What follows belongs to an exercise in optimizing a design on an open flow for small area; a production flow would make more cautious choices.
The RTL was checked by simulation tests, not by an equivalence proof against the original design.
No activity file was given, so power comes from the tool's default toggle rates.

## Calculator2_0
module Calculator2_0(clk, rst, col, btn, btnres, fil, Sseg, anodos);
	input clk;
	input rst;
	input [3:0] col;
	input btn;
	input btnres;
	output [3:0] fil;
	output [6:0] Sseg;
	output [7:0] anodos;
	reg [5:0] c50;       
	reg [2:0] m5;        
	reg [2:0] cb;        
	reg [1:0] r;         
	reg       fs;        
	wire tick = (c50 == 6'd49);
	wire rtick = (c50 == 6'd24) && (m5 == 3'b000) && cb[0];
	always @(posedge clk) begin
		if (rst) begin
			c50 <= 6'd25;
			m5 <= 3'b010;
			cb <= 3'd0;
			r <= 2'b10;
			fs <= 1'b0;
		end else begin
			c50 <= tick ? 6'd0 : c50 + 6'd1;
			if (tick) begin
				m5 <= {m5[1] & m5[0], m5[0], !m5[2]};
				cb <= cb + 3'd1;
			end
			if (rtick) begin
				r <= {r[0], !r[1]};
				fs <= 1'b1;
			end
		end
	end
	assign fil = {fs && r == 2'b00, fs && r == 2'b01, fs && r == 2'b11, fs && r == 2'b10};
	assign anodos = (m5 == 3'b010) ? 8'hFF : ~(8'd1 << cb);
	reg [3:0] tecla_q;
	reg [3:0] tecla;
	always @(*) begin
		tecla = tecla_q;
		if (col == 4'b1000 || col == 4'b0100 || col == 4'b0010 || col == 4'b0001) begin
			if (!fs) tecla = 4'd15;
			else case ({r, col})
				6'b00_1000: tecla = 4'd15;
				6'b00_0100: tecla = 4'd0;
				6'b00_0010: tecla = 4'd14;
				6'b00_0001: tecla = 4'd13;
				6'b01_1000: tecla = 4'd1;
				6'b01_0100: tecla = 4'd2;
				6'b01_0010: tecla = 4'd3;
				6'b01_0001: tecla = 4'd10;
				6'b11_1000: tecla = 4'd4;
				6'b11_0100: tecla = 4'd5;
  ...
For scale: about 93 flip-flops, roughly 27 I/O pins.
Settings: LEC_CHECK=0, ABC_AREA=1, CAP_MARGIN=0, CORE_MARGIN=2, CORE_UTILIZATION=40, GPL_TIMING_DRIVEN=0, SLEW_MARGIN=0; clock period 110.0 ns.
standard.sh (not shown) runs the stock make flow with config.mk's settings and CLKGATE_MAP_FILE= SYNTH_SCRIPT=/design/flow/synth_recipe.tcl, a recipe that flattens the netlist after the stock synthesis.
==> flow/flow/run.sh <==
#!/bin/bash
# Standard ORFS layout (the standard.sh) with these changes:
#  - synthesis: no adder extraction (ADDER_MAP_FILE empty), no Kogge-Stone carry map
#    (SYNTH_OPERATIONS_ARGS), and abc's area script replaced by flow/abc_area.script
#    (four rounds of deepsyn and area-only standard-cell mapping); the registers, their names and
#    cell types are those of the standard synthesis;
#  - the port buffers are sky130_fd_sc_hd__buf_1;
#  - clock tree from sky130_fd_sc_hd__clkbuf_8 only, without dummy loads.
# SCRIPTS_DIR points to a folder of links to ORFS's scripts, with abc_area.script replaced.
set -euo pipefail
HERE=$(pwd)
S=$HERE/scripts
rm -rf "$S"; mkdir -p "$S"
for f in "$FLOW_HOME"/scripts/*; do ln -s "$f" "$S/"; done
rm "$S/abc_area.script"; cp "$HERE/flow/abc_area.script" "$S/abc_area.script"
CTS="-sink_clustering_enable -repair_clock_nets -dont_use_dummy_load -buf_list sky130_fd_sc_hd__clkbuf_8 -sink_clustering_size 30 -sink_clustering_max_diameter 400 -sink_clustering_levels 1"
BP="-buffer_cell sky130_fd_sc_hd__buf_1"
export SCRIPTS_DIR="$S" ADDER_MAP_FILE= ABC_AREA=1 SYNTH_OPERATIONS_ARGS=-noshare BUFFER_PORTS_ARGS="$BP" CTS_ARGS="$CTS"
bash standard.sh "SCRIPTS_DIR=$S" ADDER_MAP_FILE= ABC_AREA=1 SYNTH_OPERATIONS_ARGS=-noshare \
  "BUFFER_PORTS_ARGS=$BP" "CTS_ARGS=$CTS" finish > standard_flow.log 2>&1
==> flow/flow/abc_area.script <==
strash
&get -n
&deepsyn -T 60 
&put
dch
amap
strash
&get -n
&deepsyn -T 60 
&put
dch
amap
strash
&get -n
&deepsyn -T 60 
&put
dch
amap
strash
&get -n
&deepsyn -T 60 
&put
dch
amap
topo
Change:
--- a/flow/flow/run.sh
+++ b/flow/flow/run.sh
@@ -4,3 +4,3 @@
 #    (SYNTH_OPERATIONS_ARGS), and abc's area script replaced by flow/abc_area.script
-#    (four rounds of deepsyn and area-only standard-cell mapping); the registers, their names and
+#    (deepsyn, then area-only standard-cell mapping); the registers, their names and
 #    cell types are those of the standard synthesis;
@@ -15,3 +15,3 @@
 rm "$S/abc_area.script"; cp "$HERE/flow/abc_area.script" "$S/abc_area.script"
-CTS="-sink_clustering_enable -repair_clock_nets -dont_use_dummy_load -buf_list sky130_fd_sc_hd__clkbuf_8 -sink_clustering_size 30 -sink_clustering_max_diameter 400 -sink_clustering_levels 1"
+CTS="-sink_clustering_enable -repair_clock_nets -dont_use_dummy_load -buf_list sky130_fd_sc_hd__clkbuf_8"
 BP="-buffer_cell sky130_fd_sc_hd__buf_1"
==> flow/flow/abc_area.script (replaced) <==
strash
&get -n
&deepsyn -T 120
&put
dch
amap
topo
Sequential power stays flat.
Die area went up by 1.4%.
Sequential share of layout area falls by 0.56 points.
Worst hold slack is worse by 45 ps.
Flip-flop and latch count does not change.
Setup slack improves by 780 ps.
Utilization rose by 0.42 points.
Via count climbs by 1.7%.
Combinational power fell by 17%.
First-iteration DRC count is higher by 34%.
Area after synthesis goes up by 1.5%.

* * *

Calculator2_0 again, from the RTL that the note above started with.
export LEC_CHECK = 0
export ABC_AREA = 1
export CAP_MARGIN = 0
export CORE_MARGIN = 2
export CORE_UTILIZATION = 40
export GPL_TIMING_DRIVEN = 0
export SLEW_MARGIN = 0
create_clock -name core_clock -period 110.0 [get_ports {clk}]
==> flow/flow/run.sh <==
#!/bin/bash
# Standard ORFS layout (the standard.sh) with these changes:
#  - synthesis: no adder extraction (ADDER_MAP_FILE empty), no Kogge-Stone carry map
#    (SYNTH_OPERATIONS_ARGS), and abc's area script replaced by flow/abc_area.script
#    (three rounds of deepsyn and area-only standard-cell mapping); the registers, their names and
#    cell types are those of the standard synthesis;
#  - the port buffers are sky130_fd_sc_hd__buf_1;
#  - clock tree from sky130_fd_sc_hd__clkbuf_8 only, without dummy loads.
# SCRIPTS_DIR points to a folder of links to ORFS's scripts, with abc_area.script replaced.
set -euo pipefail
HERE=$(pwd)
S=$HERE/scripts
rm -rf "$S"; mkdir -p "$S"
for f in "$FLOW_HOME"/scripts/*; do ln -s "$f" "$S/"; done
rm "$S/abc_area.script"; cp "$HERE/flow/abc_area.script" "$S/abc_area.script"
CTS="-sink_clustering_enable -repair_clock_nets -dont_use_dummy_load -buf_list sky130_fd_sc_hd__clkbuf_8"
BP="-buffer_cell sky130_fd_sc_hd__buf_1"
export SCRIPTS_DIR="$S" ADDER_MAP_FILE= ABC_AREA=1 SYNTH_OPERATIONS_ARGS=-noshare BUFFER_PORTS_ARGS="$BP" CTS_ARGS="$CTS"
bash standard.sh "SCRIPTS_DIR=$S" ADDER_MAP_FILE= ABC_AREA=1 SYNTH_OPERATIONS_ARGS=-noshare \
  "BUFFER_PORTS_ARGS=$BP" "CTS_ARGS=$CTS" finish > standard_flow.log 2>&1
==> flow/flow/abc_area.script <==
strash
&get -n
&deepsyn -J 300
&put
dch
amap
strash
&get -n
&deepsyn -J 300
&put
dch
amap
strash
&get -n
&deepsyn -J 300
&put
dch
amap
topo
Edit:
--- a/flow/flow/run.sh
+++ b/flow/flow/run.sh
@@ -5 +5 @@
-#    (three rounds of deepsyn and area-only standard-cell mapping); the registers, their names and
+#    (six rounds of deepsyn and area-only standard-cell mapping); the registers, their names and
==> flow/flow/abc_area.script (replaced) <==
strash
&get -n
&deepsyn -T 60
&put
dch
amap
strash
&get -n
&deepsyn -T 60
&put
dch
amap
strash
&get -n
&deepsyn -T 60
&put
dch
amap
strash
&get -n
&deepsyn -T 60
&put
dch
amap
strash
&get -n
&deepsyn -T 60
&put
dch
amap
strash
&get -n
&deepsyn -T 60
&put
dch
amap
topo
=> The new run went through all stages and came out clean. Total power rose slightly. Sequential share of layout area hardly moves. Synthesized cell count rose slightly. Core utilization rose by 0.21 points. Design area stays flat.

re-timing with driven ports:
Ports are ideal in the flow. The routed layouts listed here were re-timed in OpenROAD.
Step 1 assumes that a clkbuf_16 drives the clock port and a buf_2 every other input.
Step 2 also shifts input and output timing later by t, the mid clock arrival at the registers, as if the neighbouring blocks saw the same clock.
a / b / c = ideal ports / drivers / drivers and shift; a / b = the first two.
| run | t (ns) | setup slack, ns | clock arrival spread, ns |
|---|---|---|---|
| the first run of note 1 | 0.423 | 83.638 / 83.645 / 83.222 | 0.017 / 0.017 |
| the second run of note 1 | 0.419 | 84.414 / 84.428 / 84.009 | 0.027 / 0.028 |
| the first run of note 2 | 0.412 | 84.480 / 84.495 / 84.082 | 0.021 / 0.021 |
| the second run of note 2 | 0.409 | 84.161 / 84.173 / 83.764 | 0.041 / 0.042 |
After both steps every run listed still meets setup and hold. The setup slack of the first run of note 1, which loses most, moves by +0.007 ns with the drivers and by -0.416 ns with both steps.
